Background: an optimization exercise with open tools, aiming at small area, a short achievable clock period and few clock cycles. Do not read the settings as production practice. Function was checked by simulation only, so behaviour that the tests miss may differ from the original. No run shown here takes its clock network from TritonCTS; it comes from the design's own scripts or RTL. No driver is modelled on the clock port, so clock power and skew are understated where the tree is cut down; a real chip needs a root buffer or a tree. Power figures rest on the tool's default switching activity, not on a simulated workload.

`flow/config.mk`:
```
export PLATFORM = sky130hd
export DESIGN_NAME = fact_machine_wrapper
export DESIGN_NICKNAME = fact_machine_wrapper
export VERILOG_FILES = /design/flow/design.v
export SDC_FILE = /design/flow/constraint.sdc
export NUM_CORES = 4
export LEC_CHECK = 0
export ABC_AREA = 1
export CAP_MARGIN = 20
export CORE_MARGIN = 2
export CORE_UTILIZATION = 25
export SETUP_SLACK_MARGIN = 3.1
export SLEW_MARGIN = 20
```
`flow/constraint.sdc`:
```
create_clock -name core_clock -period 5.0 [get_ports {clk}]
set_input_delay 1.0000 -clock core_clock [delete_from_list [all_inputs] [get_ports {clk}]]
set_output_delay 1.0000 -clock core_clock [all_outputs]
set_load 0.01 [all_outputs]
```
`flow/design.v`:
```
module fact_machine_wrapper(
    input logic rst, go, clk,
    input logic [31:0] n,
    output logic [31:0] result,
    output logic done
    );
    logic        busy;        
    logic [5:0]  code;        
    logic [31:0] table_out;   
    logic t000, t001, t002, t003, t004, t005, t006, t007, t008, t009, t010, t011;
    logic t012, t013, t014, t015, t016, t017, t018, t019, t020, t021, t022, t023;
    logic t024, t025, t026, t027, t028, t029, t030, t031, t032, t033, t034, t035;
    logic t036, t037, t038, t039, t040, t041, t042, t043, t044, t045, t046, t047;
    logic t048, t049, t050, t051, t052, t053, t054, t055, t056, t057, t058, t059;
    logic t060, t061, t062, t063, t064, t065, t066, t067, t068, t069, t070, t071;
    logic t072, t073, t074, t075, t076, t077, t078, t079, t080, t081, t082, t083;
    logic t084, t085, t086, t087, t088, t089, t090, t091, t092, t093, t094, t095;
    logic t096, t097, t098, t099, t100, t101, t102, t103, t104, t105, t106, t107;
    logic t108, t109, t110, t111, t112, t113, t114, t115, t116, t117, t118, t119;
    logic t120, t121, t122, t123, t124, t125, t126, t127, t128, t129, t130, t131;
    logic t132, t133, t134, t135, t136, t137, t138, t139, t140, t141, t142, t143;
    logic t144, t145, t146, t147, t148, t149, t150, t151, t152, t153, t154, t155;
    logic t156, t157, t158, t159, t160, t161, t162, t163, t164, t165, t166, t167;
    logic t168, t169;
    assign t110 = code[2] & code[1];
    assign t111 = ~t110;
    assign t112 = ~code[0];
    assign t113 = ~code[3];
    assign t114 = ~code[5];
    assign t115 = code[4] & t114;
    assign t116 = t115 & t113;
    assign t117 = t116 & t112;
    assign t118 = t117 & t111;
    assign t119 = ~t118;
    assign t120 = code[2] & code[0];
    assign t121 = t120 & t116;
    assign t122 = ~t121;
    assign t123 = code[1] & t112;
    assign t124 = ~t123;
    assign t125 = ~code[4];
    assign t126 = t114 & code[3];
    assign t127 = t126 & code[2];
    assign t128 = t127 & t125;
    assign t129 = t128 & t124;
    assign t130 = ~t129;
    assign t131 = t130 & t122;
    assign t132 = ~t131;
    assign t133 = t116 & t110;
    assign t134 = ~t133;
    assign t135 = t126 & t120;
    assign t136 = ~t135;
    assign t137 = t136 & t134;
    assign t138 = ~t137;
    assign t139 = t138 & t132;
    assign t140 = ~t139;
    assign t141 = t140 & t119;
    assign t142 = t126 & t125;
    assign t143 = t142 & code[1];
    assign t144 = ~t143;
    assign t145 = t144 & t141;
    assign table_out[21] = ~t145;
    assign t146 = code[3] & code[2];
    assign t147 = t146 & table_out[21];
    assign t148 = ~t147;
    assign t149 = t115 & code[3];
    assign t150 = ~code[1];
    assign t151 = t150 & code[0];
    assign t152 = ~t151;
    assign t153 = t152 & t124;
    assign t154 = ~t153;
    assign t155 = t154 & t149;
    assign t156 = ~t155;
    assign t157 = t115 & t150;
    assign t158 = t157 & code[2];
    assign t159 = ~t158;
    assign t160 = t159 & t149;
    assign t161 = ~t160;
    assign t162 = t116 & t150;
    assign t163 = ~t162;
    assign t164 = t163 & t161;
    assign t165 = ~t164;
    assign t166 = ~code[2];
    assign t167 = t116 & t166;
    assign t168 = t167 & code[0];
    assign t169 = ~t168;
    assign t000 = t169 & t166;
    assign t001 = t000 & t165;
    assign t002 = ~t001;
    assign t003 = t002 & t156;
    assign t004 = ~t003;
    assign t005 = ~t127;
    assign t006 = ~t167;
    assign t007 = t006 & t005;
    assign t008 = t007 & t112;
    assign t009 = t008 & t149;
    assign t010 = ~t009;
    assign t011 = t154 & t116;
    assign t012 = ~t011;
    assign t013 = t166 & t150;
    assign t014 = t125 & t113;
    assign t015 = t014 & code[5];
    assign t016 = t015 & t013;
    assign t017 = ~t016;
    assign t018 = t017 & t159;
    assign t019 = t018 & t012;
    assign t020 = t019 & t010;
    assign t021 = t020 & t004;
    assign t022 = ~t021;
    assign t023 = ~t117;
    assign t024 = ~t157;
    assign t025 = t024 & t023;
    assign t026 = ~t025;
    assign t027 = t026 & t159;
    assign t028 = ~t027;
    assign t029 = t028 & t022;
    assign t030 = t029 & t148;
    assign table_out[30] = ~t030;
    assign table_out[13] = t128 & t112;
    assign t031 = ~t008;
    assign t032 = t165 & code[0];
    assign t033 = ~t032;
    assign t034 = t164 & t112;
    assign t035 = ~t034;
    assign t036 = t035 & t033;
    assign t037 = ~t036;
    assign table_out[27] = t037 & t031;
    assign t038 = ~t142;
    assign t039 = t006 & t038;
    assign t040 = ~t039;
    assign t041 = t124 & t111;
    assign t042 = ~t041;
    assign table_out[17] = t042 & t040;
    assign t043 = ~table_out[17];
    assign t044 = t043 & t023;
    assign table_out[20] = ~t044;
    assign t045 = code[1] & code[0];
    assign t046 = ~t045;
    assign t047 = t046 & t128;
    assign t048 = ~t047;
    assign t049 = t169 & t134;
    assign t050 = t049 & t048;
    assign table_out[19] = ~t050;
    assign table_out[31] = ~t020;
    assign t051 = t142 & t166;
    assign t052 = t051 & t154;
    assign t053 = ~t052;
    assign t054 = t153 & t128;
    assign t055 = ~t054;
    assign t056 = t055 & t163;
    assign t057 = t056 & t053;
    assign table_out[18] = ~t057;
    assign t058 = ~t007;
    assign t059 = ~t141;
    assign t060 = t154 & t059;
    assign t061 = ~t060;
    assign table_out[26] = t061 & t058;
    assign t062 = t006 & t144;
    assign t063 = t062 & t053;
    assign table_out[16] = ~t063;
    assign table_out[15] = t040 & t150;
    assign t064 = t031 & t157;
    assign t065 = t064 & code[3];
    assign t066 = ~t065;
    assign t067 = t143 & code[0];
    assign t068 = ~t067;
    assign t069 = t068 & t006;
    assign t070 = t069 & t141;
    assign t071 = t070 & t066;
    assign table_out[25] = ~t071;
    assign t072 = ~t064;
    assign t073 = t072 & t137;
    assign table_out[29] = ~t073;
    assign t074 = t051 & t123;
    assign t075 = ~t074;
    assign t076 = t075 & t130;
    assign table_out[14] = ~t076;
    assign t077 = ~t051;
    assign t078 = t014 & t114;
    assign table_out[4] = t078 & code[2];
    assign table_out[5] = table_out[4] & code[0];
    assign t079 = table_out[5] & code[1];
    assign t080 = ~t079;
    assign t081 = t080 & t077;
    assign t082 = t081 & t130;
    assign t083 = ~t082;
    assign table_out[12] = t083 & t152;
    assign t084 = t166 & code[1];
    assign t085 = t084 & code[0];
    assign t086 = ~t085;
    assign table_out[11] = t086 & t142;
    assign t087 = ~t128;
    assign t088 = ~table_out[12];
    assign t089 = t088 & t087;
    assign t090 = ~t089;
    assign table_out[10] = t090 & t111;
    assign t091 = t046 & t001;
    assign t092 = ~t091;
    assign t093 = t092 & t140;
    assign table_out[24] = ~t093;
    assign t094 = t078 & t110;
    assign t095 = ~t094;
    assign t096 = t095 & t075;
    assign table_out[9] = ~t096;
    assign table_out[8] = ~t081;
    assign t097 = t051 & t150;
    assign t098 = ~t097;
    assign t099 = t098 & t095;
    assign table_out[7] = ~t099;
    assign t100 = t018 & table_out[21];
    assign t101 = ~t100;
    assign t102 = ~t146;
    assign t103 = t102 & t115;
    assign t104 = ~t103;
    assign t105 = t104 & t087;
    assign t106 = ~t105;
    assign table_out[23] = t106 & t101;
    assign t107 = t068 & t122;
    assign t108 = t107 & t028;
    assign table_out[22] = ~t108;
    assign table_out[6] = table_out[4] & t154;
    assign table_out[3] = table_out[4] & t150;
    assign t109 = t003 & t131;
    assign table_out[28] = ~t109;
    assign table_out[2] = t085 & t078;
    assign table_out[1] = t084 & t078;
    assign table_out[0] = t078 & t013;
    always_ff @(posedge clk) begin
        if (rst) begin
            busy <= 1'b0;
            done <= 1'b0;
        end else begin
            busy <= go;
            done <= ~go & (done | busy);
        end
    end
    always_ff @(posedge clk) begin
        if (go)
            code <= {n[5:4] | {2{|n[31:6]}}, n[3:0]};
        result <= table_out;
    end
endmodule
```
`flow/flow/run.sh`:
```
#!/bin/bash
# The standard layout (standard.sh), with these changes:
#  - each port's buffer is a plain buf_1;
#  - after the standard synthesis, flow/fastor.py rebuilds the wide OR of the
#    operand bits that feeds the code registers as a fast NOR2/NAND tree
#    (it checks the function by simulation and touches no register);
#  - after CTS, the clock tree is replaced by three clock buffers on the
#    clock port, each driving a third of the registers (flow/onebuf.tcl), so
#    every register's clock passes through one buffer of the same kind.
# Each tool's output goes to a log of its own in this folder.
set -euo pipefail
W=$(pwd)
R=$W/orfs/results/sky130hd/fact_machine_wrapper/base
LIB=$FLOW_HOME/platforms/sky130hd/lib/sky130_fd_sc_hd__tt_025C_1v80.lib
export BUFFER_PORTS_ARGS="-buffer_cell sky130_fd_sc_hd__buf_1"
bash standard.sh $R/1_2_yosys.v > standard_synth.log 2>&1
cp $R/1_2_yosys.v $W/standard_1_2_yosys.v
python3 $W/flow/fastor.py $LIB $W/standard_1_2_yosys.v $W/fastor.v > fastor.log 2>&1
cp $W/fastor.v $R/1_2_yosys.v
bash standard.sh $R/4_cts.odb > standard_to_cts.log 2>&1
IN_ODB=$R/4_cts.odb OUT_ODB=$R/4_cts.odb CLK_NBUF=3 CLK_BUF=sky130_fd_sc_hd__clkbuf_8 CLK_PORT=clk \
PLATFORM_DIR=$FLOW_HOME/platforms/sky130hd \
  openroad -no_init -exit $W/flow/onebuf.tcl > onebuf.log 2>&1
bash standard.sh > standard.log 2>&1
```
`flow/flow/fastor.py`:
```
#!/usr/bin/env python3
"""Rebuild the wide OR in front of the operand-code registers as a fast tree.

The standard synthesis maps code[k] <= n[k] | (|n[31:6]) (k = 4, 5) for least
area, with 4-input NOR gates whose stacked PMOS make it the slowest path of the
design. This script finds the logic cone that feeds the D pins of the code
registers, checks by simulation that each D pin computes n[k] | OR(P) for the
same set P of operand bits, and replaces the cone with a tree of NOR2 / NAND3 /
NAND4 / NOR2 / NAND3 gates. Registers, and every other cell, are untouched.
If the cone is not of that form, the netlist is written back unchanged.
usage: fastor.py LIBERTY IN.v OUT.v
"""
import random, re, sys

lib_path, in_path, out_path = sys.argv[1:4]
text = open(in_path).read()

# --- cell functions from the liberty file
lib = open(lib_path).read()
funcs = {}
starts = [m for m in re.finditer(r'\bcell\s*\(\s*"?(\w+)"?\s*\)\s*\{', lib)]
for j, m in enumerate(starts):
    name = m.group(1)
    body = lib[m.end(): starts[j + 1].start() if j + 1 < len(starts) else len(lib)]
    outs = {}
    pms = list(re.finditer(r'\bpin\s*\(\s*"?(\w+)"?\s*\)\s*\{', body))
    for q, pm in enumerate(pms):
        seg = body[pm.end(): pms[q + 1].start() if q + 1 < len(pms) else len(body)]
        d = re.search(r'\bdirection\s*:\s*"?(\w+)"?', seg)
        f = re.search(r'\bfunction\s*:\s*"([^"]*)"', seg)
        if d and d.group(1) == 'output' and f:
            outs[pm.group(1)] = f.group(1)
    funcs[name] = outs

def is_out(cell, pin):
    return pin in funcs.get(cell, {}) or pin in ('Q', 'Q_N', 'X', 'Y', 'HI', 'LO', 'COUT', 'SUM')

# --- parse instances
inst_re = re.compile(r'^\s*(sky130_fd_sc_hd__\w+)\s+(\\\S+|\S+)\s*\((.*?)\);\s*$', re.S | re.M)
pin_re = re.compile(r'\.(\w+)\(\s*(.*?)\s*\)\s*(?:,|$)', re.S)
def norm(net):
    return net.strip()
insts = []
for m in inst_re.finditer(text):
    pins = {p: norm(n) for p, n in pin_re.findall(m.group(3))}
    insts.append(dict(cell=m.group(1), name=m.group(2), pins=pins, span=m.span()))
driver = {}
loads = {}
for i, c in enumerate(insts):
    for p, n in c['pins'].items():
        if is_out(c['cell'], p):
            driver[n] = i
        else:
            loads.setdefault(n, []).append((i, p))

def write_unchanged(why):
    print("fastor: netlist left unchanged:", why)
    open(out_path, 'w').write(text)
    sys.exit(0)

code = {}
for i, c in enumerate(insts):
    m = re.match(r'\\?code\[(\d+)\]', c['name'])
    if m and 'D' in c['pins']:
        code[int(m.group(1))] = i
if not code:
    write_unchanged("no code registers")

# --- the cone of combinational cells behind the D pins
cone = set()
pis = set()
stack = [insts[i]['pins']['D'] for i in code.values()]
while stack:
    n = stack.pop()
    if n in driver:
        i = driver[n]
        if 'CLK' in insts[i]['pins']:
            write_unchanged("cone reaches a register")
        if i in cone:
            continue
        cone.add(i)
        for p, m in insts[i]['pins'].items():
            if not is_out(insts[i]['cell'], p):
                stack.append(m)
    else:
        pis.add(n)
if not cone:
    write_unchanged("empty cone")
for i in cone:
    for p, n in insts[i]['pins'].items():
        if is_out(insts[i]['cell'], p):
            for j, q in loads.get(n, []):
                if j not in cone and not (j in code.values() and q == 'D'):
                    write_unchanged(f"cone net {n} also feeds {insts[j]['name']}")
if not all(re.fullmatch(r'n\[\d+\]', p) for p in pis):
    write_unchanged(f"cone inputs are not all operand bits: {sorted(pis)}")

# --- simulate the cone (64 random patterns per word, several words, plus one-hot patterns)
W = 64
M = (1 << W) - 1
def lib_eval(expr, env):
    global DBG
    e = expr.replace('!', ' ~').replace('*', '&').replace('+', '|')
    e = re.sub(r'\b([A-Za-z_]\w*)\b', lambda m: f'env["{m.group(1)}"]', e)
    return eval(e) & M
order = []
seen = set()
def visit(i):
    if i in seen:
        return
    seen.add(i)
    for p, n in insts[i]['pins'].items():
        if not is_out(insts[i]['cell'], p) and n in driver and driver[n] in cone:
            visit(driver[n])
    order.append(i)
for i in cone:
    visit(i)
pis = sorted(pis, key=lambda s: int(s[2:-1]))
def simulate(pat):
    val = dict(pat)
    for i in order:
        c = insts[i]
        env = {p: val[n] for p, n in c['pins'].items() if not is_out(c['cell'], p)}
        for p, n in c['pins'].items():
            if is_out(c['cell'], p):
                val[n] = lib_eval(funcs[c['cell']][p], env)
    return val
pats = []
rnd = random.Random(1)
for _ in range(8):
    pats.append({p: rnd.getrandbits(W) & rnd.getrandbits(W) & rnd.getrandbits(W) for p in pis})
for k in range(len(pis)):
    pats.append({p: (M if j == k else 0) for j, p in enumerate(pis)})
pats.append({p: 0 for p in pis})
# each D pin must be n[k] | OR(P) with one common P
targets = {}
for k, i in code.items():
    d = insts[i]['pins']['D']
    targets[k] = d
forms = {k: d for k, d in targets.items() if d not in pis}
for k in forms:
    if f'n[{k}]' not in pis:
        write_unchanged(f"D of code[{k}] does not use n[{k}]")
direct = {d for d in targets.values() if d in pis and d not in [n for i in cone for n in insts[i]['pins'].values()]}
P = [p for p in pis if p not in {f'n[{k}]' for k in forms} and p not in direct]
if not forms or P is None or len(P) < 8:
    write_unchanged("no wide OR found")
for pat in pats:
    val = simulate(pat)
    orp = 0
    for p in P:
        orp |= pat[p]
    for k, d in forms.items():
        if val[d] != (pat[f'n[{k}]'] | orp):
            write_unchanged(f"D of code[{k}] is not n[{k}] | OR of the other operand bits")

# --- the fast tree
new_cells = []
new_wires = []
cnt = [0]
def net():
    cnt[0] += 1
    w = f'fastor_n{cnt[0]}'
    new_wires.append(w)
    return w
def cell(kind, ins, out):
    names = {'nor2': 'AB', 'nand2': 'AB', 'nand3': 'ABC', 'nand4': 'ABCD', 'nor3': 'ABC', 'inv': 'A'}[kind]
    pins = ', '.join(f'.{p}({n})' for p, n in zip(names, ins))
    new_cells.append(f'  sky130_fd_sc_hd__{kind}_1 fastor_c{len(new_cells) + 1} ({pins}, .Y({out}));')
# level 1: NOR2 of pairs (an odd one out gets an inverter)
l1 = []
for j in range(0, len(P) - 1, 2):
    o = net(); cell('nor2', [P[j], P[j + 1]], o); l1.append(o)
if len(P) % 2:
    o = net(); cell('inv', [P[-1]], o); l1.append(o)
def groups(xs, k):
    n = (len(xs) + k - 1) // k
    size = [len(xs) // n + (1 if j < len(xs) % n else 0) for j in range(n)]
    out, s = [], 0
    for z in size:
        out.append(xs[s:s + z]); s += z
    return out
l2 = []
for g in groups(l1, 4):
    if len(g) == 1:
        o = net(); cell('inv', g, o)
    else:
        o = net(); cell({2: 'nand2', 3: 'nand3', 4: 'nand4'}[len(g)], g, o)
    l2.append(o)
# level 3: NOR2 / NOR3 of the group ORs (active-low)
l3 = []
for g in groups(l2, 3):
    o = net()
    if len(g) == 1:
        cell('inv', g, o)
    else:
        cell({2: 'nor2', 3: 'nor3'}[len(g)], g, o)
    l3.append(o)
if len(l3) > 3:
    write_unchanged("OR too wide for the tree")
# level 4: D = NAND(!n[k], l3...)
for k, d in sorted(forms.items()):
    nk = net(); cell('inv', [f'n[{k}]'], nk)
    ins = [nk] + l3
    cell({2: 'nand2', 3: 'nand3', 4: 'nand4'}[len(ins)], ins, d)

# --- write: drop the cone's cells, add the tree
spans = sorted(insts[i]['span'] for i in cone)
out = []
pos = 0
for a, b in spans:
    out.append(text[pos:a]); pos = b
out.append(text[pos:])
res = ''.join(out)
decl = ''.join(f'  wire {w};\n' for w in new_wires)
first = re.search(r'^\s*sky130_fd_sc_hd__', res, re.M).start()
res = res[:first] + decl + res[first:]
res = res.replace('\nendmodule', '\n' + '\n'.join(new_cells) + '\nendmodule', 1)
open(out_path, 'w').write(res)
old_area = len(cone)
print(f"fastor: replaced {len(cone)} cells of the cone ({', '.join(sorted(insts[i]['cell'][16:] for i in cone))}) by {len(new_cells)} cells; OR of {len(P)} operand bits into code{sorted(forms)}")
```
`flow/flow/onebuf.tcl`:
```
# Replace the clock tree that CTS built by CLK_NBUF clock buffers (cell
# CLK_BUF) that the clock port drives, each driving an equal share of the
# registers, grouped by position. Every register's clock then passes through
# exactly one buffer of the same kind. CTS's dummy loads are removed.
read_db $::env(IN_ODB)
set block [ord::get_db_block]
set buf_master [[ord::get_db] findMaster $::env(CLK_BUF)]
set clk_net [$block findNet $::env(CLK_PORT)]
set root ""
foreach it [$clk_net getITerms] {
  if {[$it isInputSignal]} { set root [$it getInst] }
}
if {$root eq ""} { error "no buffer on the clock port" }
set root_out ""
foreach it [$root getITerms] { if {[$it isOutputSignal]} { set root_out [$it getNet] } }
# collect every clock buffer below the root, level by level
set todo [list $root_out]
set sinks {}
set dead_insts {}
set dead_nets {}
while {[llength $todo]} {
  set net [lindex $todo 0]; set todo [lrange $todo 1 end]
  foreach it [$net getITerms] {
    if {![$it isInputSignal]} continue
    set inst [$it getInst]
    set m [[$inst getMaster] getName]
    if {[string match "sky130_fd_sc_hd__clkbuf_*" $m] || [string match "sky130_fd_sc_hd__buf_*" $m]} {
      lappend dead_insts $inst
      foreach o [$inst getITerms] {
        if {![$o isOutputSignal]} continue
        set onet [$o getNet]
        if {$onet eq "NULL" || $onet eq ""} continue
        lappend todo $onet
        lappend dead_nets $onet
      }
    } elseif {[$it getMTerm] ne "" && [[$it getMTerm] getName] eq "CLK"} {
      lappend sinks $it
    } else {
      # a dummy load CTS added for balancing: its output drives nothing
      foreach o [$inst getITerms] {
        if {![$o isOutputSignal]} continue
        set onet [$o getNet]
        if {$onet eq "NULL" || $onet eq ""} continue
        if {[llength [$onet getITerms]] > 1 || [llength [$onet getBTerms]] > 0} { error "clock sink [$inst getName] drives logic" }
        lappend dead_nets $onet
      }
      lappend dead_insts $inst
    }
  }
}
puts "clock sinks: [llength $sinks], buffers removed: [llength $dead_insts]"
foreach it $sinks { $it disconnect }
foreach inst $dead_insts { odb::dbInst_destroy $inst }
foreach net $dead_nets { odb::dbNet_destroy $net }
odb::dbInst_destroy $root
odb::dbNet_destroy $root_out
# split the sinks into K groups of equal size by position (slices across the
# wider side of their bounding box), each driven by one buffer on the port
set K $::env(CLK_NBUF)
set pts {}
set x0 1e18; set x1 -1e18; set y0 1e18; set y1 -1e18
foreach it $sinks {
  set b [[$it getInst] getBBox]
  set x [expr {([$b xMin] + [$b xMax]) / 2}]; set y [expr {([$b yMin] + [$b yMax]) / 2}]
  lappend pts [list $it $x $y]
  set x0 [expr {min($x0, $x)}]; set x1 [expr {max($x1, $x)}]; set y0 [expr {min($y0, $y)}]; set y1 [expr {max($y1, $y)}]
}
set key [expr {($x1 - $x0) >= ($y1 - $y0) ? 1 : 2}]
set pts [lsort -integer -index $key $pts]
set n [llength $pts]
for {set g 0} {$g < $K} {incr g} {
  set lo [expr {$g * $n / $K}]; set hi [expr {($g + 1) * $n / $K - 1}]
  set grp [lrange $pts $lo $hi]
  set net [odb::dbNet_create $block "clknet_$g"]
  $net setSigType CLOCK
  set inst [odb::dbInst_create $block $buf_master "clkbuf_$g"]
  [$inst findITerm A] connect $clk_net
  [$inst findITerm X] connect $net
  [$inst findITerm VPWR] connect [$block findNet VDD]
  [$inst findITerm VGND] connect [$block findNet VSS]
  [$inst findITerm VPB] connect [$block findNet VDD]
  [$inst findITerm VNB] connect [$block findNet VSS]
  set xs 0; set ys 0
  foreach p $grp { [lindex $p 0] connect $net; set xs [expr {$xs + [lindex $p 1]}]; set ys [expr {$ys + [lindex $p 2]}] }
  set m [llength $grp]
  $inst setLocation [expr {$xs / $m}] [expr {$ys / $m}]
  $inst setPlacementStatus PLACED
  puts "clock buffer clkbuf_$g drives $m sinks"
}
source $::env(PLATFORM_DIR)/setRC.tcl
detailed_placement
check_placement -verbose
write_db $::env(OUT_ODB)
```
`flow/standard.sh`:
```
#!/bin/bash
# synth_recipe.tcl (not shown) runs the flow's synth.tcl, then flattens the netlist and writes it again
# the make line also repeats each setting of config.mk as NAME=value (left out here)
make -C /OpenROAD-flow-scripts/flow DESIGN_CONFIG=/design/flow/config.mk WORK_HOME=/design/flow/orfs CLKGATE_MAP_FILE= SYNTH_SCRIPT=/design/flow/synth_recipe.tcl "${@:-finish}"
```
==> results of run 1 <==
-- final timing paths --
path / startpoint / to / slack [ns] / cells past startpoint
worst min-delay path: busy / done / 0.48 / 2
worst min register to register: busy / done / 0.48 / 2
worst max-delay path: done / done / 3.35 / 1
worst max register to register: code[1] / result[25] / 3.36 / 8
-- sequential cells by signal (all words and copies together), names as in the netlist --
name / flops
result: 32
code: 6
busy: 1
done: 1
-- per-layer routing --
metal / part of all wire, % / wire length (µm) / vias to the layer above / global-route usage [%]
met1: 42 / 1600 / 620 / 14.5
met3: 9.4 / 353 / 4 / 2.72
met2: 47 / 1770 / 74 / 20.2
li1: - / - / 736 / -
met4: 1.1 / 42 / 0 / 3.77
met5: 0 / 0 / - / 0
-- area by class of cell --
cell class,count,area (µm²)
plain buffers,3,41.3
inverters,25,93.8
repair buffers,70,274
well taps,75,93.8
fillers,683,4030
flip-flops and latches,40,861
multi-input cells,120,563
-- power by group through the flow --
stage,clock [W],sequential [W],combinational [W]
finish,0.000136,0.000359,0.0000832
global route,0.000158,0.000362,0.0000952
CTS,0.000242,0.000361,0.0000796
detailed placement,0,0.000368,0.0000791
global placement,0,0.000368,0.0000796
floorplan,0,0.000371,0.0000427
-- timing repair --
| action | in CTS | in global routing |
|---|---|---|
| setup endpoints to repair | 0 | 5 |
| setup buffers | 0 | 3 |
| hold buffers | 0 | 0 |
-- through the flow --
stage,setup WS (ns),instances
finish,3.35,333
global route,3.20,333
CTS,3.20,335
detailed placement,3.21,327
global placement,3.23,327
floorplan,3.37,188
==> flow_summary.json, run 1 <==
{
  "place_area_mm2": 0.00186,
  "hpwl_um": 2960,
  "slew_headroom_pct": 69.4,
  "nNetsFinal": 298,
  "setup_viol": 0,
  "maxCapViolations": 0,
  "ioPinCount": 68,
  "routabilityCongestion": 0.849,
  "antenna_found_initial": 0,
  "fin_skew_ns": 0.00703,
  "power.total_w": 0.000578,
  "pwr-share-seq_pct": 62.1,
  "slew_violations": 0,
  "die_h_um": 82.5,
  "p_clk_share_pct": 23.5,
  "synthToLayoutAreaGrowth_pct": 25.0,
  "grt_use_total_pct": 11.7,
  "holdWs_ns": 0.480,
  "drtIter0Drc": 97,
  "finalWirelength_um": 3760,
  "worstPathArrival_ns": 0.65,
  "port_buffers": 67,
  "start_util_pct": 25.9,
  "die_w_um": 82.5,
  "combPwrFrac_pct": 14.4,
  "grt_pass1_vias": 1321,
  "grt_overflow": 0,
  "crit_type": "reg -> out",
  "syn_area_mm2": 0.00154,
  "min_period_ns": 1.65,
  "cp.required_ns": 4.00,
  "worst_pin_slew_ns": 0.459,
  "status": "complete, no violations",
  "ir_drop_mv": 0.102,
  "cp_slowest_cell": "dfxtp_1",
  "critPathMaxStageDelay_ns": 0.35,
  "worst_setup_path_end_kind": "output port",
  "total_leakage_power_nw": 0.867,
  "dr.pass1.iters": 4,
  "cts.clk_slew.worst_paths_ns": 0.09,
  "layout_commonest_cell": "buf_1",
  "grt_pass1_wl_um": 6020,
  "hold_path_class": "reg -> reg",
  "final_cell_mix": "67 x buf_1, 36 x nor2_1, 34 x dfxtp_1, 33 x nand2_1, 24 x inv_1",
  "cts.sinks": 40,
  "clkLatencyLatePin_ns": 0.15,
  "coreArea_mm2": 0.00596,
  "tns_ns": 0,
  "cts_resized": 0,
  "rsz0062_at_grt": "no",
  "design_area_mm2": 0.00193,
  "start_kind": "flip-flop",
  "crit_family": "flip-flops",
  "synth_nets": 226,
  "grt_max_degree": 15,
  "final_antenna_net_count": 0,
  "hold_viol": 0,
  "path_max_fanout": 2,
  "internal-power_w": 0.000432,
  "crit_chain": "buf_1",
  "critPathBufInv": 1,
  "syn-mean-instance-area_um2": 8.20,
  "wl_per_cell_um": 11.3,
  "fp.dieArea_mm2": 0.00681,
  "drc": 0,
  "fin_crit_sh_pct": 33.0,
  "power_switching_share_pct": 25.3,
  "diodes": 0,
  "avgViaCountPerCell": 4.31,
  "powerDensity_mw_per_mm2": 300,
  "synth_warnings": 1,
  "routed-via-count": 1434,
  "netlist_instances": 188,
  "fin_util_pct": 32.4,
  "drive_above_1_share_pct": 5.04,
  "p_switching_w": 0.000146,
  "rows": 28,
  "clock.fmax_mhz": 606
}
Testbench counts, summed over its fixed seeds: cycles 960.
==> run 2, diff against run 1 <==
--- a/flow/config.mk
+++ b/flow/config.mk
@@ -9,5 +9,4 @@
 export CAP_MARGIN = 20
 export CORE_MARGIN = 2
 export CORE_UTILIZATION = 25
-export SETUP_SLACK_MARGIN = 3.1
 export SLEW_MARGIN = 20
==> flow_summary.json, run 2 <==
{
  "p_clk_share_pct": 23.5,
  "avgViaCountPerCell": 4.32,
  "maxCapViolations": 0,
  "grt.busiest_layer": "met2",
  "routabilityCongestion": 0.849,
  "setup_viol": 0,
  "total_leakage_power_nw": 0.852,
  "regMostFlops": "result",
  "ir_drop_mv": 0.103,
  "slew_headroom_pct": 69.8,
  "clock.fmax_mhz": 548,
  "grt_pass1_vias": 1321,
  "fin_skew_ns": 0.00926,
  "postCtsHoldBufs": 0,
  "syn-mean-instance-area_um2": 8.20,
  "wl_per_cell_um": 11.4,
  "r2r_cells": 9,
  "final_antenna_net_count": 0,
  "cts_resized": 0,
  "start_kind": "flip-flop",
  "nNetsFinal": 295,
  "slew_violations": 0,
  "tns_ns": 0,
  "worst_pin_slew_ns": 0.453,
  "coreArea_mm2": 0.00596,
  "ff2ff_setup_slack_ns": 3.17,
  "port_buffers": 67,
  "fin_crit_sh_pct": 36.5,
  "finalNonFillerCells": 330,
  "grtUsageMet1_pct": 14.5,
  "diodes": 0,
  "drive_above_1_share_pct": 3.92,
  "final_cell_mix": "67 x buf_1, 36 x nor2_1, 34 x dfxtp_1, 33 x nand2_1, 24 x inv_1",
  "combPwrFrac_pct": 13.8,
  "min_period_ns": 1.83,
  "cts.sinks": 40,
  "drc": 0,
  "rsz0062_at_grt": "no",
  "grt_max_degree": 15,
  "power_switching_share_pct": 25.2,
  "holdCritStartpoint": "busy",
  "grt_overflow": 0,
  "min_delay_path_depth": 2,
  "die_w_um": 82.5,
  "hold_viol": 0,
  "clkLatencyLatePin_ns": 0.15,
  "r2r_start": "code[0]",
  "worst_setup_path_end_kind": "flip-flop",
  "path_max_fanout": 13,
  "post-cts-setup-buffers": 0,
  "layout_commonest_cell": "buf_1",
  "cp.required_ns": 5.10,
  "fp.dieArea_mm2": 0.00681,
  "critPathMaxStageDelay_ns": 0.63,
  "pwr-share-seq_pct": 62.7,
  "drtIter0Drc": 123,
  "r2r_end": "result[30]",
  "rows": 28,
  "grt_use_total_pct": 11.7,
  "synth_warnings": 1,
  "gr-usage-met2_pct": 20.2,
  "routed-via-count": 1426,
  "synthToLayoutAreaGrowth_pct": 23.5,
  "grt_pass1_wl_um": 6020,
  "finalWirelength_um": 3770,
  "worstPathArrival_ns": 1.92,
  "ioPinCount": 68,
  "status": "complete, no violations",
  "cts.clk_slew.worst_paths_ns": 0.09,
  "crit_type": "reg -> reg",
  "p_switching_w": 0.000145,
  "die_h_um": 82.5,
  "largest_reg_flops": 32,
  "holdPathEnd": "done",
  "internal-power_w": 0.000430,
  "start_util_pct": 25.9,
  "gr-usage-met3_pct": 2.72,
  "antenna_found_initial": 0,
  "cp_slowest_cell": "edfxtp_1",
  "placed_cells": 327,
  "crit_chain": "inv_1 > ha_1 > inv_1 > nand3_1 > nand2_1 > nand2_2 > nand3_2 > nand2_1 > nand3_1",
  "syn_area_mm2": 0.00154,
  "powerDensity_mw_per_mm2": 302,
  "dr.pass1.iters": 4,
  "hpwl_um": 2960,
  "reg.largest.list": "result (32), code (6)",
  "netlist_instances": 188,
  "synth_nets": 226,
  "hold_path_class": "reg -> reg"
}
run 2: final cells by class:
cell class              count  area [µm²]
plain buffers               3        41.3
fillers                   691        4050
well taps                  75        93.8
flip-flops and latches     40         861
multi-input cells         120         563
repair buffers             67         251
inverters                  25        93.8
run 2: per-stage QoR:
stage	util, %	hold slack [ns]	total power (W)	worst slack (ns)	area [µm²]
detailed placement	31.3	0.469	0.000447	3.21	1860
finish	32.0	0.481	0.000575	3.17	1900
global route	32.0	0.506	0.000612	3.01	1900
floorplan	-	0.453	0.000413	3.37	1540
global placement	31.3	0.468	0.000448	3.23	1860
CTS	33.0	0.483	0.000682	3.20	1970
run 2: metal layers:
layer | part of all wire, % | routed length (µm) | vias to the layer above
li1 | - | - | 729
met4 | 1.7 | 65 | 0
met2 | 46 | 1750 | 68
met5 | 0 | 0 | -
met3 | 8.9 | 336 | 8
met1 | 43 | 1610 | 621
run 2: worst max path at each step:
stage | startpoint | to | slack [ns] | cells after the start
after floorplan | n[12] | code[4] | 3.37 | 4
after global placement | n[10] | code[5] | 3.23 | 5
after detailed placement | n[8] | code[4] | 3.21 | 5
after CTS | done | done | 3.20 | 1
after global routing | code[0] | result[30] | 3.01 | 9
final | code[0] | result[30] | 3.17 | 9
run 2: power groups by stage:
stage	logic, W	registers [W]	clock network [W]
after floorplan	0.0000427	0.000371	0
after global placement	0.0000796	0.000368	0
after detailed placement	0.0000791	0.000368	0
after CTS	0.0000796	0.000361	0.000242
after global routing	0.0000908	0.000363	0.000158
final	0.0000793	0.000360	0.000135
run 2: critical path, delay by kind of cell, from the launching register on:
family / cells / cell delay [ns]
simple gates: 6 / 0.59
flops: 1 / 0.63
fa+ha+maj: 1 / 0.27
buf+inv: 2 / 0.29
==> run 3, diff against run 2 <==
--- a/flow/config.mk
+++ b/flow/config.mk
@@ -9,4 +9,5 @@
 export CAP_MARGIN = 20
 export CORE_MARGIN = 2
 export CORE_UTILIZATION = 25
+export SETUP_SLACK_MARGIN = 3.35
 export SLEW_MARGIN = 20
==> flow_summary.json, run 3 <==
{
  "fin_crit_sh_pct": 32.1,
  "cp.required_ns": 4.00,
  "routed-via-count": 1461,
  "hpwl_um": 2960,
  "fin_skew_ns": 0.0102,
  "die_w_um": 82.5,
  "start_kind": "flip-flop",
  "clock.fmax_mhz": 622,
  "start_util_pct": 25.9,
  "fp.dieArea_mm2": 0.00681,
  "largest_reg_flops": 32,
  "final_antenna_net_count": 0,
  "die_h_um": 82.5,
  "pre_cts_ws_ns": 3.21,
  "grt_pass1_vias": 1349,
  "nNetsFinal": 301,
  "critPathBufInv": 1,
  "cp_slowest_cell": "dfxtp_2",
  "crit_type": "reg -> out",
  "worst_setup_path_end_kind": "output port",
  "wl_per_cell_um": 11.5,
  "synth_warnings": 1,
  "timing.final.ws_setup_ns": 3.39,
  "worst_pin_slew_ns": 0.409,
  "worstPathArrival_ns": 0.61,
  "drive_above_1_share_pct": 22.6,
  "ir_drop_mv": 0.0987,
  "fin_util_pct": 34.3,
  "avgViaCountPerCell": 4.35,
  "finalWirelength_um": 3860,
  "powerDensity_mw_per_mm2": 290,
  "grt_max_degree": 15,
  "cts.clk_slew.worst_paths_ns": 0.09,
  "tns_ns": 0,
  "synthToLayoutAreaGrowth_pct": 32.5,
  "antenna_found_initial": 0,
  "synth_nets": 226,
  "dr.pass1.iters": 4,
  "postCtsHoldBufs": 0,
  "syn_area_mm2": 0.00154,
  "grt_pass1_wl_um": 6090,
  "hold_viol": 0,
  "drc": 0,
  "critPathMaxStageDelay_ns": 0.33,
  "grt_overflow": 0,
  "slew_violations": 0,
  "crit_chain": "buf_2",
  "netlist_instances": 188,
  "coreArea_mm2": 0.00596,
  "nFillCells": 681,
  "regMostFlops": "result",
  "final_cell_mix": "34 x nor2_1, 34 x buf_1, 33 x nand2_1, 27 x dfxtp_1, 27 x buf_2",
  "total_leakage_power_nw": 1.02,
  "setup_viol": 0,
  "status": "complete, no violations",
  "syn-mean-instance-area_um2": 8.20,
  "rsz0062_at_grt": "yes",
  "path_max_fanout": 2,
  "power.total_w": 0.000593,
  "drtIter0Drc": 120,
  "ioPinCount": 68,
  "diodes": 0,
  "min_period_ns": 1.61,
  "grt_use_total_pct": 11.9,
  "reg.largest.list": "result (32), code (6)",
  "slew_headroom_pct": 72.7,
  "routabilityCongestion": 0.849,
  "hold_path_class": "reg -> reg",
  "crit_family": "flip-flops",
  "cts.sinks": 40,
  "rows": 28,
  "maxCapViolations": 0,
  "clkLatencyLatePin_ns": 0.15,
  "port_buffers": 67
}
-- run 3: worst paths after layout --
| kind | startpoint | to | slack (ns) | cells after the start |
|---|---|---|---|---|
| worst max-delay path | done | done | 3.39 | 1 |
| worst min-delay path | busy | done | 0.47 | 2 |
| worst max register to register | code[0] | result[25] | 3.50 | 9 |
| worst min register to register | busy | done | 0.47 | 2 |
-- run 3: through the flow --
step                      cells  hold WS, ns  instance area (µm²)
after global placement      327        0.468                 1860
after floorplan             188        0.453                 1540
after CTS                   336        0.483                 2060
final                       336        0.474                 2040
after global routing        336        0.498                 2040
after detailed placement    327        0.469                 1860
-- run 3: what timing repair did --
action,4_1_cts,5_1_grt
setup endpoints to repair,40,7
buffers inserted,1,5
gates resized for setup,45,4
gates cloned,0,0
pin swaps,0,4
-- run 3: report_power, final --
group | switching [W] | total [W] | internal [W]
clock | 0.0000800 | 0.000135 | 0.0000552
combinational | 0.0000567 | 0.0000988 | 0.0000421
sequential | 0.0000108 | 0.000359 | 0.000348
total | 0.000148 | 0.000593 | 0.000445
-- run 3: area by class of cell --
cell class,instances,area (µm²),area share (%)
Buffer,3,41.3,2.02
Inverter,25,93.8,4.60
Multi-Input combinational cell,120,568,27.8
Sequential cell,40,870,42.6
Tap cell,75,93.8,4.60
Timing Repair Buffer,73,375,18.4
-- run 3: routing by layer --
metal  up-vias  wire, µm  GRT usage [%]
met5         -         0              0
met4         0        62           3.77
met3         5       389           2.72
met2        73      1780           20.7
met1       641      1630           14.5
li1        742         -              -
==> run 4, diff against run 3 <==
--- a/flow/config.mk
+++ b/flow/config.mk
@@ -9,5 +9,6 @@
 export CAP_MARGIN = 20
 export CORE_MARGIN = 2
 export CORE_UTILIZATION = 25
-export SETUP_SLACK_MARGIN = 3.35
+export GPL_TIMING_DRIVEN = 1
+export SETUP_SLACK_MARGIN = 3.25
 export SLEW_MARGIN = 20
==> flow_summary.json, run 4 <==
{
  "status": "complete, no violations",
  "internal-power_w": 0.000438,
  "critPathMaxStageDelay_ns": 0.34,
  "final_cell_mix": "36 x nor2_1, 35 x buf_1, 33 x nand2_1, 32 x dfxtp_1, 31 x buf_2",
  "worst_pin_slew_ns": 0.408,
  "start_util_pct": 25.9,
  "netlist_instances": 188,
  "synthToLayoutAreaGrowth_pct": 28.7,
  "crit_chain": "buf_2",
  "layout_commonest_cell": "nor2_1",
  "setup_viol": 0,
  "fin_crit_sh_pct": 32.4,
  "total_leakage_power_nw": 1.00,
  "pre_cts_ws_ns": 3.21,
  "powerDensity_mw_per_mm2": 295,
  "power_switching_share_pct": 25.0,
  "rsz0062_at_grt": "no",
  "hpwl_um": 2960,
  "holdWs_ns": 0.481,
  "synth_warnings": 1,
  "cp.required_ns": 4.00,
  "pwr-share-seq_pct": 61.2,
  "dr.pass1.iters": 4,
  "ioPinCount": 68,
  "hold_viol": 0,
  "routed-via-count": 1454,
  "regMostFlops": "result",
  "p_switching_w": 0.000146,
  "hold_path_class": "reg -> reg",
  "design_area_mm2": 0.00198,
  "postCtsHoldBufs": 0,
  "slew_violations": 0,
  "syn_area_mm2": 0.00154,
  "grt_overflow": 0,
  "rows": 28,
  "combPwrFrac_pct": 15.6,
  "largest_reg_flops": 32,
  "die_w_um": 82.5,
  "worst_setup_path_end_kind": "output port",
  "final_antenna_net_count": 0,
  "grt_use_total_pct": 11.9,
  "antenna_found_initial": 0,
  "r2r_start": "code[0]",
  "routabilityCongestion": 0.849,
  "syn-mean-instance-area_um2": 8.20,
  "critPathBufInv": 1,
  "synth_nets": 226,
  "fp.dieArea_mm2": 0.00681,
  "grt_pass1_wl_um": 6080,
  "clkLatencyLatePin_ns": 0.15,
  "ir_drop_mv": 0.0978,
  "avgViaCountPerCell": 4.35,
  "timing.final.ws_setup_ns": 3.38,
  "drive_above_1_share_pct": 18.5,
  "slew_headroom_pct": 72.8,
  "grt_max_degree": 15,
  "drc": 0,
  "port_buffers": 67,
  "reg.largest.list": "result (32), code (6)",
  "place_area_mm2": 0.00186,
  "p_clk_share_pct": 23.2,
  "cts.clk_slew.worst_paths_ns": 0.09,
  "finalWirelength_um": 3810,
  "fin_util_pct": 33.3,
  "crit_type": "reg -> out",
  "startpoint": "done",
  "min_period_ns": 1.62,
  "nFillCells": 688,
  "nNetsFinal": 299,
  "maxCapViolations": 0,
  "holdCritStartpoint": "busy",
  "grt_pass1_vias": 1345,
  "die_h_um": 82.5,
  "drtIter0Drc": 87,
  "crit_family": "flip-flops",
  "diodes": 0,
  "cp_slowest_cell": "dfxtp_1",
  "coreArea_mm2": 0.00596,
  "tns_ns": 0,
  "cts.sinks": 40,
  "wl_per_cell_um": 11.4,
  "path_max_fanout": 2,
  "start_kind": "flip-flop",
  "fin_skew_ns": 0.00911,
  "clock.fmax_mhz": 617,
  "worstPathArrival_ns": 0.62
}
-- run 4: worst paths after layout --
path                     end  slack [ns]  cells after the start
hold reg to reg         done        0.48                      2
setup reg to reg  result[30]        3.44                      9
hold / removal          done        0.48                      2
setup / recovery        done        3.38                      1
-- run 4: what timing repair did --
| action | in CTS | in global routing |
|---|---|---|
| setup endpoints to repair | 36 | 2 |
| resized for setup | 35 | 0 |
| cloned | 0 | 0 |
| buffers inserted | 1 | 3 |
-- run 4: final cells by class --
type / instances / area, µm² / area share (%)
Buffer: 3 / 41.3 / 2.08
Inverter: 25 / 93.8 / 4.73
Multi-Input combinational cell: 120 / 563 / 28.4
Sequential cell: 40 / 863 / 43.5
Tap cell: 75 / 93.8 / 4.73
Timing Repair Buffer: 71 / 328 / 16.5
-- run 4: worst min-delay path, cell delays in order (launching register included) --
cell	delay, ns
dfxtp_1	0.31
nor2_1	0.09
nor3_1	0.05
-- run 4: routing by layer --
metal	up-vias	wire length, µm	global-route usage (%)
met4	0	66	3.77
li1	738	-	-
met2	72	1760	20.7
met3	8	343	2.72
met1	636	1640	14.4
met5	-	0	0
-- run 4: power by group through the flow --
| stage | Sequential, W | Clock [W] | Combinational (W) |
|---|---|---|---|
| after floorplan | 0.000371 | 0 | 0.0000427 |
| final | 0.000358 | 0.000136 | 0.0000914 |
| after detailed placement | 0.000368 | 0 | 0.0000791 |
| after global placement | 0.000368 | 0 | 0.0000796 |
| after global routing | 0.000361 | 0.000158 | 0.000103 |
| after CTS | 0.000359 | 0.000242 | 0.0000879 |
-- run 4: through the flow --
stage	instances	total power [W]
6_report	334	0.000585
5_1_grt	334	0.000622
4_1_cts	336	0.000689
3_5_place_dp	327	0.000447
3_3_place_gp	327	0.000448
2_1_floorplan	188	0.000413
==> run 5, diff against run 4 <==
--- a/flow/config.mk
+++ b/flow/config.mk
@@ -9,6 +9,5 @@
 export CAP_MARGIN = 20
 export CORE_MARGIN = 2
 export CORE_UTILIZATION = 25
-export GPL_TIMING_DRIVEN = 1
 export SETUP_SLACK_MARGIN = 3.25
 export SLEW_MARGIN = 20
==> flow_summary.json, run 5 <==
{
  "status": "complete, no violations",
  "ioPinCount": 68,
  "syn_area_mm2": 0.00154,
  "r2r_start": "code[0]",
  "ir_drop_mv": 0.0978,
  "ff2ff_setup_slack_ns": 3.44,
  "powerDensity_mw_per_mm2": 295,
  "final_antenna_net_count": 0,
  "synthToLayoutAreaGrowth_pct": 28.7,
  "reg.largest.list": "result (32), code (6)",
  "port_buffers": 67,
  "timing.final.ws_setup_ns": 3.38,
  "tns_ns": 0,
  "clkLatencyLatePin_ns": 0.15,
  "drive_above_1_share_pct": 18.5,
  "synth_nets": 226,
  "place_area_mm2": 0.00186,
  "crit_family": "flip-flops",
  "pre_cts_ws_ns": 3.21,
  "path_max_fanout": 2,
  "routabilityCongestion": 0.849,
  "r2r_cells": 9,
  "total_leakage_power_nw": 1.00,
  "grt_pass1_wl_um": 6080,
  "combPwrFrac_pct": 15.6,
  "fin_crit_sh_pct": 32.4,
  "design_area_mm2": 0.00198,
  "clock.fmax_mhz": 617,
  "crit_type": "reg -> out",
  "internal-power_w": 0.000438,
  "drc": 0,
  "start_util_pct": 25.9,
  "largest_reg_flops": 32,
  "r2r_end": "result[30]",
  "hold_path_class": "reg -> reg",
  "p_clk_share_pct": 23.2,
  "cp.required_ns": 4.00,
  "crit_chain": "buf_2",
  "grt_max_degree": 15,
  "startpoint": "done",
  "cp_slowest_cell": "dfxtp_1",
  "syn-mean-instance-area_um2": 8.20,
  "slew_headroom_pct": 72.8,
  "diodes": 0,
  "die_h_um": 82.5,
  "critPathBufInv": 1,
  "dr.pass1.iters": 4,
  "setup_viol": 0,
  "postCtsHoldBufs": 0,
  "finalWirelength_um": 3810,
  "nNetsFinal": 299,
  "cts.sinks": 40,
  "coreArea_mm2": 0.00596,
  "drtIter0Drc": 87,
  "worst_pin_slew_ns": 0.408,
  "cp.depth": 1,
  "final_cell_mix": "36 x nor2_1, 35 x buf_1, 33 x nand2_1, 32 x dfxtp_1, 31 x buf_2",
  "hpwl_um": 2960,
  "synth_warnings": 1,
  "wl_per_cell_um": 11.4,
  "rsz0062_at_grt": "no",
  "netlist_instances": 188,
  "rows": 28,
  "routed-via-count": 1454,
  "start_kind": "flip-flop",
  "antenna_found_initial": 0,
  "multi_input_area_um2": 563,
  "ff_latch_area_um2": 863,
  "p_switching_w": 0.000146,
  "endpoint": "done",
  "grt_overflow": 0,
  "worstPathArrival_ns": 0.62,
  "worst_setup_path_end_kind": "output port",
  "power_switching_share_pct": 25.0,
  "fin_skew_ns": 0.00911,
  "nFillCells": 688,
  "avgViaCountPerCell": 4.35,
  "die_w_um": 82.5,
  "critPathMaxStageDelay_ns": 0.34,
  "slew_violations": 0,
  "grt_pass1_vias": 1345,
  "layout_commonest_cell": "nor2_1",
  "min_period_ns": 1.62,
  "fp.dieArea_mm2": 0.00681,
  "pwr-share-seq_pct": 61.2,
  "cts.clk_slew.worst_paths_ns": 0.09,
  "hold_viol": 0,
  "grt_use_total_pct": 11.9,
  "regMostFlops": "result",
  "maxCapViolations": 0
}
run 5: area by class of cell:
type	instances	area share, %
Timing Repair Buffer	71	16.5
Inverter	25	4.73
Tap cell	75	4.73
Sequential cell	40	43.5
Multi-Input combinational cell	120	28.4
Buffer	3	2.08
run 5: power by group through the flow:
| stage | Clock [W] | Combinational, W | Sequential, W |
|---|---|---|---|
| 6_report | 0.000136 | 0.0000914 | 0.000358 |
| 5_1_grt | 0.000158 | 0.000103 | 0.000361 |
| 4_1_cts | 0.000242 | 0.0000879 | 0.000359 |
| 3_5_place_dp | 0 | 0.0000791 | 0.000368 |
| 3_3_place_gp | 0 | 0.0000796 | 0.000368 |
| 2_1_floorplan | 0 | 0.0000427 | 0.000371 |
run 5: routing by layer:
metal | GRT usage (%) | up-vias | part of all wire (%)
li1 | - | 738 | -
met1 | 14.4 | 636 | 43
met2 | 20.7 | 72 | 46
met3 | 2.72 | 8 | 9.0
met4 | 3.77 | 0 | 1.7
met5 | 0 | - | 0
run 5: how the worst min path moves through the flow:
stage	startpoint	depth (start not counted)	end	slack [ns]
floorplan	busy	2	done	0.45
global placement	busy	2	done	0.47
detailed placement	busy	2	done	0.47
CTS	busy	2	done	0.48
global route	busy	2	done	0.51
finish	busy	2	done	0.48
run 5: per-stage QoR:
| step | utilization [%] | power (W) | instances | hold slack [ns] |
|---|---|---|---|---|
| finish | 33.3 | 0.000585 | 334 | 0.481 |
| floorplan | - | 0.000413 | 188 | 0.453 |
| global route | 33.3 | 0.000622 | 334 | 0.505 |
| detailed placement | 31.3 | 0.000447 | 327 | 0.469 |
| global placement | 31.3 | 0.000448 | 327 | 0.468 |
| CTS | 33.9 | 0.000689 | 336 | 0.483 |
run 5: what timing repair did:
item,4_1_cts,5_1_grt
setup buffers,1,3
endpoints found under the setup margin,36,2
gates resized for setup,35,0
==> run 6, diff against run 5 <==
--- a/flow/config.mk
+++ b/flow/config.mk
@@ -8,6 +8,6 @@
 export ABC_AREA = 1
 export CAP_MARGIN = 20
 export CORE_MARGIN = 2
-export CORE_UTILIZATION = 25
+export CORE_UTILIZATION = 55
 export SETUP_SLACK_MARGIN = 3.25
 export SLEW_MARGIN = 20
==> flow_summary.json, run 6 <==
{
  "status": "complete, no violations",
  "power.total_w": 0.000575,
  "grt_pass1_vias": 1321,
  "r2r_cells": 9,
  "holdWs_ns": 0.478,
  "grt_use_total_pct": 21.9,
  "grt_max_degree": 15,
  "cp.depth": 5,
  "slew_headroom_pct": 76.7,
  "dr.pass1.iters": 4,
  "setup_viol": 0,
  "critPathMaxStageDelay_ns": 0.16,
  "avgViaCountPerCell": 5.06,
  "finalWirelength_um": 3180,
  "port_buffers": 67,
  "total_leakage_power_nw": 1.00,
  "slew_violations": 0,
  "worst_setup_path_end_kind": "flip-flop",
  "final_cell_mix": "36 x nor2_1, 34 x buf_1, 33 x nand2_1, 32 x dfxtp_1, 31 x buf_2",
  "nFillCells": 234,
  "clock.fmax_mhz": 610,
  "grt_overflow": 0,
  "regMostFlops": "result",
  "worstPathArrival_ns": 1.54,
  "rows": 19,
  "die_w_um": 56.9,
  "maxCapViolations": 0,
  "coreArea_mm2": 0.00271,
  "worst_pin_slew_ns": 0.350,
  "largest_reg_flops": 32,
  "cts.sinks": 40,
  "antenna_found_initial": 0,
  "routabilityCongestion": 0.888,
  "ir_drop_mv": 0.299,
  "synthToLayoutAreaGrowth_pct": 25.1,
  "ff_latch_area_um2": 863,
  "crit_type": "in -> reg",
  "cts.clk_slew.worst_paths_ns": 0.08,
  "start_util_pct": 56.9,
  "rsz0062_at_grt": "no",
  "fp.dieArea_mm2": 0.00324,
  "wl_per_cell_um": 11.0,
  "crit_top_cell": "nor2_1",
  "syn_area_mm2": 0.00154,
  "layout_commonest_cell": "nor2_1",
  "hold_path_class": "reg -> reg",
  "critPathBufInv": 1,
  "drtIter0Drc": 42,
  "hpwl_um": 2500,
  "crit_family": "simple AND/OR/NAND/NOR gates",
  "fin_skew_ns": 0.00489,
  "pre_cts_ws_ns": 3.19,
  "routed-via-count": 1462,
  "cp_slowest_cell": "nor2_1",
  "tns_ns": 0,
  "final_antenna_net_count": 0,
  "netlist_instances": 188,
  "min_delay_path_depth": 2,
  "synth_nets": 226,
  "hold_viol": 0,
  "grt_pass1_wl_um": 5590,
  "clkLatencyLatePin_ns": 0.14,
  "die_h_um": 56.9,
  "fin_crit_sh_pct": 32.8,
  "powerDensity_mw_per_mm2": 298,
  "timing.final.ws_setup_ns": 3.36,
  "crit_chain": "buf_1 > nor2_1 > nand4_1 > nor2_1 > nand3_1",
  "drc": 0,
  "synth_warnings": 1,
  "reg.largest.list": "result (32), code (6)",
  "syn-mean-instance-area_um2": 8.20,
  "multi_input_area_um2": 563,
  "cp.required_ns": 4.90,
  "diodes": 0,
  "ioPinCount": 68,
  "start_kind": "input pin",
  "nNetsFinal": 298,
  "drive_above_1_share_pct": 18.6,
  "path_max_fanout": 2,
  "min_period_ns": 1.64
}
run 6: layout make-up:
class                      count  share of cell area [%]
buffer                         3                    2.14
inverter                      25                    4.87
multi-input combinational    120                    29.2
sequential                    40                    44.8
tap                           31                    2.01
timing repair buffer          70                    17.0
run 6: stage by stage:
| stage | instance area [µm²] | cells | utilization [%] |
|---|---|---|---|
| floorplan | 1540 | 188 | - |
| global placement | 1810 | 283 | 66.7 |
| detailed placement | 1810 | 283 | 66.7 |
| CTS | 1970 | 292 | 72.6 |
| global route | 1930 | 289 | 71.1 |
| finish | 1930 | 289 | 71.1 |
run 6: power by group:
| group | internal (W) | switching, W |
|---|---|---|
| logic | 0.0000345 | 0.0000530 |
| registers | 0.000347 | 0.00000928 |
| clock network | 0.0000551 | 0.0000765 |
| total | 0.000437 | 0.000139 |
run 6: final timing paths:
check,from,end,slack (ns)
worst max-delay path,n[12],code[5],3.36
worst min-delay path,busy,done,0.48
worst max register to register,code[0],result[25],3.44
worst min register to register,busy,done,0.48
run 6: per-layer routing:
| layer | GRT usage [%] | wire, µm | vias to the layer above |
|---|---|---|---|
| met4 | 8.64 | 51 | 0 |
| met2 | 37.8 | 1560 | 65 |
| met3 | 4.31 | 227 | 5 |
| li1 | - | - | 739 |
| met1 | 27.1 | 1340 | 653 |
| met5 | 0 | 0 | - |
run 6: repair_timing:
item / in CTS / in global routing
endpoints found under the hold margin: 0 / 0
hold buffers: 0 / 0
endpoints found under the setup margin: 35 / 2
gates resized for setup: 37 / 0
buffers inserted: 1 / 2
run 6: worst min-delay path, cell delays in order, from the launching register on:
cell and delay (ns):
dfxtp_1 0.30, nor2_1 0.09, nor3_1 0.05
==> run 7, diff against run 6 <==
--- a/flow/config.mk
+++ b/flow/config.mk
@@ -8,6 +8,6 @@
 export ABC_AREA = 1
 export CAP_MARGIN = 20
 export CORE_MARGIN = 2
-export CORE_UTILIZATION = 55
+export CORE_UTILIZATION = 40
 export SETUP_SLACK_MARGIN = 3.25
 export SLEW_MARGIN = 20
==> flow_summary.json, run 7 <==
{
  "ff_latch_area_um2": 861,
  "tns_ns": 0,
  "nNetsFinal": 299,
  "cts.clk_slew.worst_paths_ns": 0.08,
  "slew_headroom_pct": 75.3,
  "synth_warnings": 1,
  "fin_crit_sh_pct": 32.2,
  "drc": 0,
  "cts.sinks": 40,
  "ir_drop_mv": 0.103,
  "hpwl_um": 2620,
  "wl_per_cell_um": 11.0,
  "clock.fmax_mhz": 622,
  "postCtsHoldBufs": 0,
  "syn_area_mm2": 0.00154,
  "ioPinCount": 68,
  "rows": 22,
  "holdPathEnd": "done",
  "drtIter0Drc": 34,
  "drive_above_1_share_pct": 10.0,
  "finalNonFillerCells": 307,
  "holdCritStartpoint": "done",
  "grt_pass1_wl_um": 5510,
  "antenna_found_initial": 0,
  "final_cell_mix": "55 x buf_1, 36 x nor2_1, 34 x dfxtp_1, 33 x nand2_1, 24 x inv_1",
  "critPathBufInv": 1,
  "grt_max_degree": 15,
  "min_delay_path_depth": 2,
  "fin_util_pct": 51.9,
  "placed_cells": 300,
  "min_period_ns": 1.61,
  "avgViaCountPerCell": 4.63,
  "rsz0062_at_grt": "no",
  "die_h_um": 66.1,
  "hold_path_class": "reg -> reg",
  "routed-via-count": 1422,
  "crit_type": "reg -> out",
  "r2r_cells": 9,
  "total_leakage_power_nw": 0.919,
  "maxCapViolations": 0,
  "reg.largest.list": "result (32), code (6)",
  "port_buffers": 67,
  "dr.pass1.iters": 4,
  "final_antenna_net_count": 0,
  "r2r_end": "result[30]",
  "worst_pin_slew_ns": 0.371,
  "layout_commonest_cell": "buf_1",
  "fin_skew_ns": 0.00635,
  "start_kind": "flip-flop",
  "regMostFlops": "result",
  "routabilityCongestion": 0.906,
  "start_util_pct": 41.8,
  "fp.dieArea_mm2": 0.00437,
  "path_max_fanout": 2,
  "power.total_w": 0.000576,
  "synth_nets": 226,
  "r2r_start": "code[0]",
  "status": "complete, no violations",
  "crit_chain": "buf_2",
  "clkLatencyLatePin_ns": 0.15,
  "grt_overflow": 0,
  "netlist_instances": 188,
  "worstPathArrival_ns": 0.61,
  "slew_violations": 0,
  "synthToLayoutAreaGrowth_pct": 24.3,
  "worst_setup_path_end_kind": "output port",
  "finalWirelength_um": 3380,
  "syn-mean-instance-area_um2": 8.20,
  "cp_slowest_cell": "dfxtp_1",
  "setup_viol": 0,
  "die_w_um": 66.1,
  "grt_pass1_vias": 1290,
  "crit_family": "flip-flops",
  "powerDensity_mw_per_mm2": 300,
  "cp.required_ns": 4.00,
  "hold_viol": 0,
  "critPathMaxStageDelay_ns": 0.34,
  "diodes": 0,
  "nFillCells": 388,
  "ff2ff_setup_slack_ns": 3.46,
  "largest_reg_flops": 32,
  "multi_input_area_um2": 563,
  "grt_use_total_pct": 16.4,
  "coreArea_mm2": 0.00369
}
[run 7: worst max-delay path by stage]
stage,from,end,cells after the start
after global placement,n[12],code[5],5
after floorplan,n[12],code[4],4
after global routing,n[12],code[5],5
after CTS,result[13],result[13],1
final,done,done,1
after detailed placement,n[12],code[5],5
[run 7: cell type report]
class                   instances  area share, %
flip-flops and latches         40           44.9
multi-input cells             120           29.4
inverters                      25           4.90
repair buffers                 71           15.5
plain buffers                   3           2.16
well taps                      48           3.14
[run 7: timing repair]
item                                    in CTS  in global routing
buffers inserted                             1                  3
resized for setup                           12                  0
endpoints found under the setup margin      16                  2
[run 7: stage by stage]
| stage | worst slack (ns) | hold WS [ns] | instance area (µm²) |
|---|---|---|---|
| after floorplan | 3.37 | 0.453 | 1540 |
| after global placement | 3.23 | 0.471 | 1830 |
| after detailed placement | 3.23 | 0.479 | 1830 |
| after CTS | 3.25 | 0.495 | 1950 |
| after global routing | 3.31 | 0.531 | 1920 |
| final | 3.39 | 0.492 | 1920 |
[run 7: routing by layer]
layer  GRT usage, %  wire length (µm)  vias up
met5              0                 0        -
met4           6.12                35        0
met3           3.58               229        2
met2           28.4              1620       54
met1           19.7              1500      622
li1               -                 -      744
[run 7: power by group]
group	internal [W]	switching, W	leakage, nW
registers	0.000347	0.00000892	0.338
clock network	0.0000551	0.0000779	0.0216
logic	0.0000321	0.0000547	0.560
total	0.000434	0.000141	0.919
==> run 8, diff against run 7 <==
--- a/flow/config.mk
+++ b/flow/config.mk
@@ -9,5 +9,5 @@
 export CAP_MARGIN = 20
 export CORE_MARGIN = 2
 export CORE_UTILIZATION = 40
-export SETUP_SLACK_MARGIN = 3.25
+export SETUP_SLACK_MARGIN = 3.3
 export SLEW_MARGIN = 20
==> flow_summary.json, run 8 <==
{
  "status": "complete, no violations",
  "drive_above_1_share_pct": 18.2,
  "coreArea_mm2": 0.00369,
  "die_h_um": 66.1,
  "cp.required_ns": 4.00,
  "ioPinCount": 68,
  "clkLatencyLatePin_ns": 0.14,
  "largest_reg_flops": 32,
  "dr.pass1.iters": 4,
  "tns_ns": 0,
  "synth_nets": 226,
  "grt_pass1_vias": 1271,
  "routabilityCongestion": 0.906,
  "ir_drop_mv": 0.103,
  "wl_per_cell_um": 11.1,
  "critPathMaxStageDelay_ns": 0.34,
  "total_leakage_power_nw": 1.00,
  "crit_chain": "buf_2",
  "cts.clk_slew.worst_paths_ns": 0.08,
  "fp.dieArea_mm2": 0.00437,
  "synth_warnings": 1,
  "avgViaCountPerCell": 4.63,
  "synthToLayoutAreaGrowth_pct": 26.0,
  "start_util_pct": 41.8,
  "place_area_mm2": 0.00183,
  "regMostFlops": "result",
  "layout_commonest_cell": "nor2_1",
  "fin_skew_ns": 0.00610,
  "die_w_um": 66.1,
  "rsz0062_at_grt": "no",
  "final_cell_mix": "36 x nor2_1, 34 x buf_1, 33 x nand2_1, 33 x dfxtp_1, 32 x buf_2",
  "critPathBufInv": 1,
  "netlist_instances": 188,
  "syn_area_mm2": 0.00154,
  "hpwl_um": 2620,
  "rows": 22,
  "worst_pin_slew_ns": 0.371,
  "crit_family": "flip-flops",
  "syn-mean-instance-area_um2": 8.20,
  "antenna_found_initial": 0,
  "powerDensity_mw_per_mm2": 298,
  "fin_crit_sh_pct": 32.2,
  "grt_max_degree": 15,
  "postCtsHoldBufs": 0,
  "drtIter0Drc": 29,
  "min_period_ns": 1.61,
  "drc": 0,
  "slew_headroom_pct": 75.3,
  "worst_setup_path_end_kind": "output port",
  "nNetsFinal": 298,
  "grt_overflow": 0,
  "grt_use_total_pct": 16.3,
  "design_area_mm2": 0.00194,
  "slew_violations": 0,
  "nFillCells": 384,
  "hold_viol": 0,
  "cp_slowest_cell": "dfxtp_1",
  "final_antenna_net_count": 0,
  "clock.fmax_mhz": 622,
  "reg.largest.list": "result (32), code (6)",
  "worstPathArrival_ns": 0.61,
  "finalWirelength_um": 3410,
  "hold_path_class": "reg -> reg",
  "start_kind": "flip-flop",
  "crit_type": "reg -> out",
  "setup_viol": 0,
  "cts.sinks": 40,
  "ff2ff_setup_slack_ns": 3.45,
  "path_max_fanout": 2,
  "diodes": 0,
  "port_buffers": 67,
  "grt_pass1_wl_um": 5470,
  "routed-via-count": 1417,
  "maxCapViolations": 0
}
## run 8: layout make-up
class / count / area [µm²] / area share [%]
Multi-Input combinational cell: 120 / 563 / 29.0
Timing Repair Buffer: 70 / 322 / 16.6
Inverter: 25 / 93.8 / 4.83
Tap cell: 48 / 60.1 / 3.09
Buffer: 3 / 41.3 / 2.13
Sequential cell: 40 / 862 / 44.4
## run 8: power breakdown
group          internal, W  switching, W  leakage, nW
combinational    0.0000350     0.0000541        0.642
clock            0.0000551     0.0000778       0.0216
sequential        0.000347    0.00000938        0.338
## run 8: worst reg2reg max path: stages, from the launching register on
cell      delay, ns
edfxtp_1       0.57
ha_1           0.26
inv_1          0.05
nand3_1        0.15
nand2_1        0.09
nand2_2        0.09
nand3_2        0.08
nand2_1        0.07
nand3_1        0.07
## run 8: path summary, 6_finish.rpt
path | start | to | depth (start not counted)
hold reg to reg | done | done | 2
hold / removal | done | done | 2
setup / recovery | done | done | 1
setup reg to reg | code[1] | result[30] | 8
## run 8: what timing repair did
| item | in CTS | in global routing |
|---|---|---|
| endpoints found under the setup margin | 37 | 4 |
| pin swaps | 0 | 0 |
| cloned | 0 | 0 |
| setup buffers | 1 | 2 |
| gates resized for setup | 35 | 0 |
## run 8: stage by stage
stage | power (W) | hold slack [ns] | util, % | cells | worst slack, ns
6_report | 0.000578 | 0.492 | 52.6 | 306 | 3.39
5_1_grt | 0.000610 | 0.531 | 52.6 | 306 | 3.31
4_1_cts | 0.000679 | 0.495 | 53.9 | 309 | 3.25
3_5_place_dp | 0.000445 | 0.479 | 49.6 | 300 | 3.23
3_3_place_gp | 0.000445 | 0.471 | 49.6 | 300 | 3.23
2_1_floorplan | 0.000413 | 0.453 | - | 188 | 3.37
## run 8: metal layers
metal / routed length [µm] / vias to the layer above / GRT usage [%]
li1: - / 741 / -
met1: 1490 / 612 / 19.7
met2: 1620 / 62 / 28.0
met3: 257 / 2 / 3.58
met4: 35 / 0 / 6.12
met5: 0 / - / 0

what the ideal ports hide:
The flow's constraints put no driver on any port. The routed layouts listed below were extracted and timed again, unchanged, in two steps. Step 1 (the two cells are an assumption about what drives the block):
set clk [get_ports {clk}]
set_driving_cell -lib_cell sky130_fd_sc_hd__clkbuf_16 $clk
set_driving_cell -lib_cell sky130_fd_sc_hd__buf_2 [delete_from_list [all_inputs] $clk]
Step 2 moves the port delays by t, midway between the first and last clock arrival at a register: inputs arrive t later, outputs are due t later. That takes back most of the time a late clock gives input paths. Three values: no drivers, after step 1, after step 2; two values: the first two.
run	t, ns	slack for setup (ns)	worst setup path at the end
run 1	0.190	3.351 / 3.304 / 3.232	input to register
run 2	0.189	3.174 / 3.174 / 3.174	register to register
run 3	0.192	3.393 / 3.346 / 3.256	input to register
run 4	0.189	3.379 / 3.335 / 3.228	input to register
run 5	0.189	3.379 / 3.335 / 3.228	input to register
run 6	0.185	3.360 / 3.367 / 3.198	input to register
run 7	0.186	3.392 / 3.349 / 3.255	input to register
run 8	0.185	3.392 / 3.349 / 3.254	input to register
After both steps setup and hold are still met in every run listed. The setup slack of run 6, which loses most, moves by +0.007 ns with the drivers and by -0.162 ns with both steps.
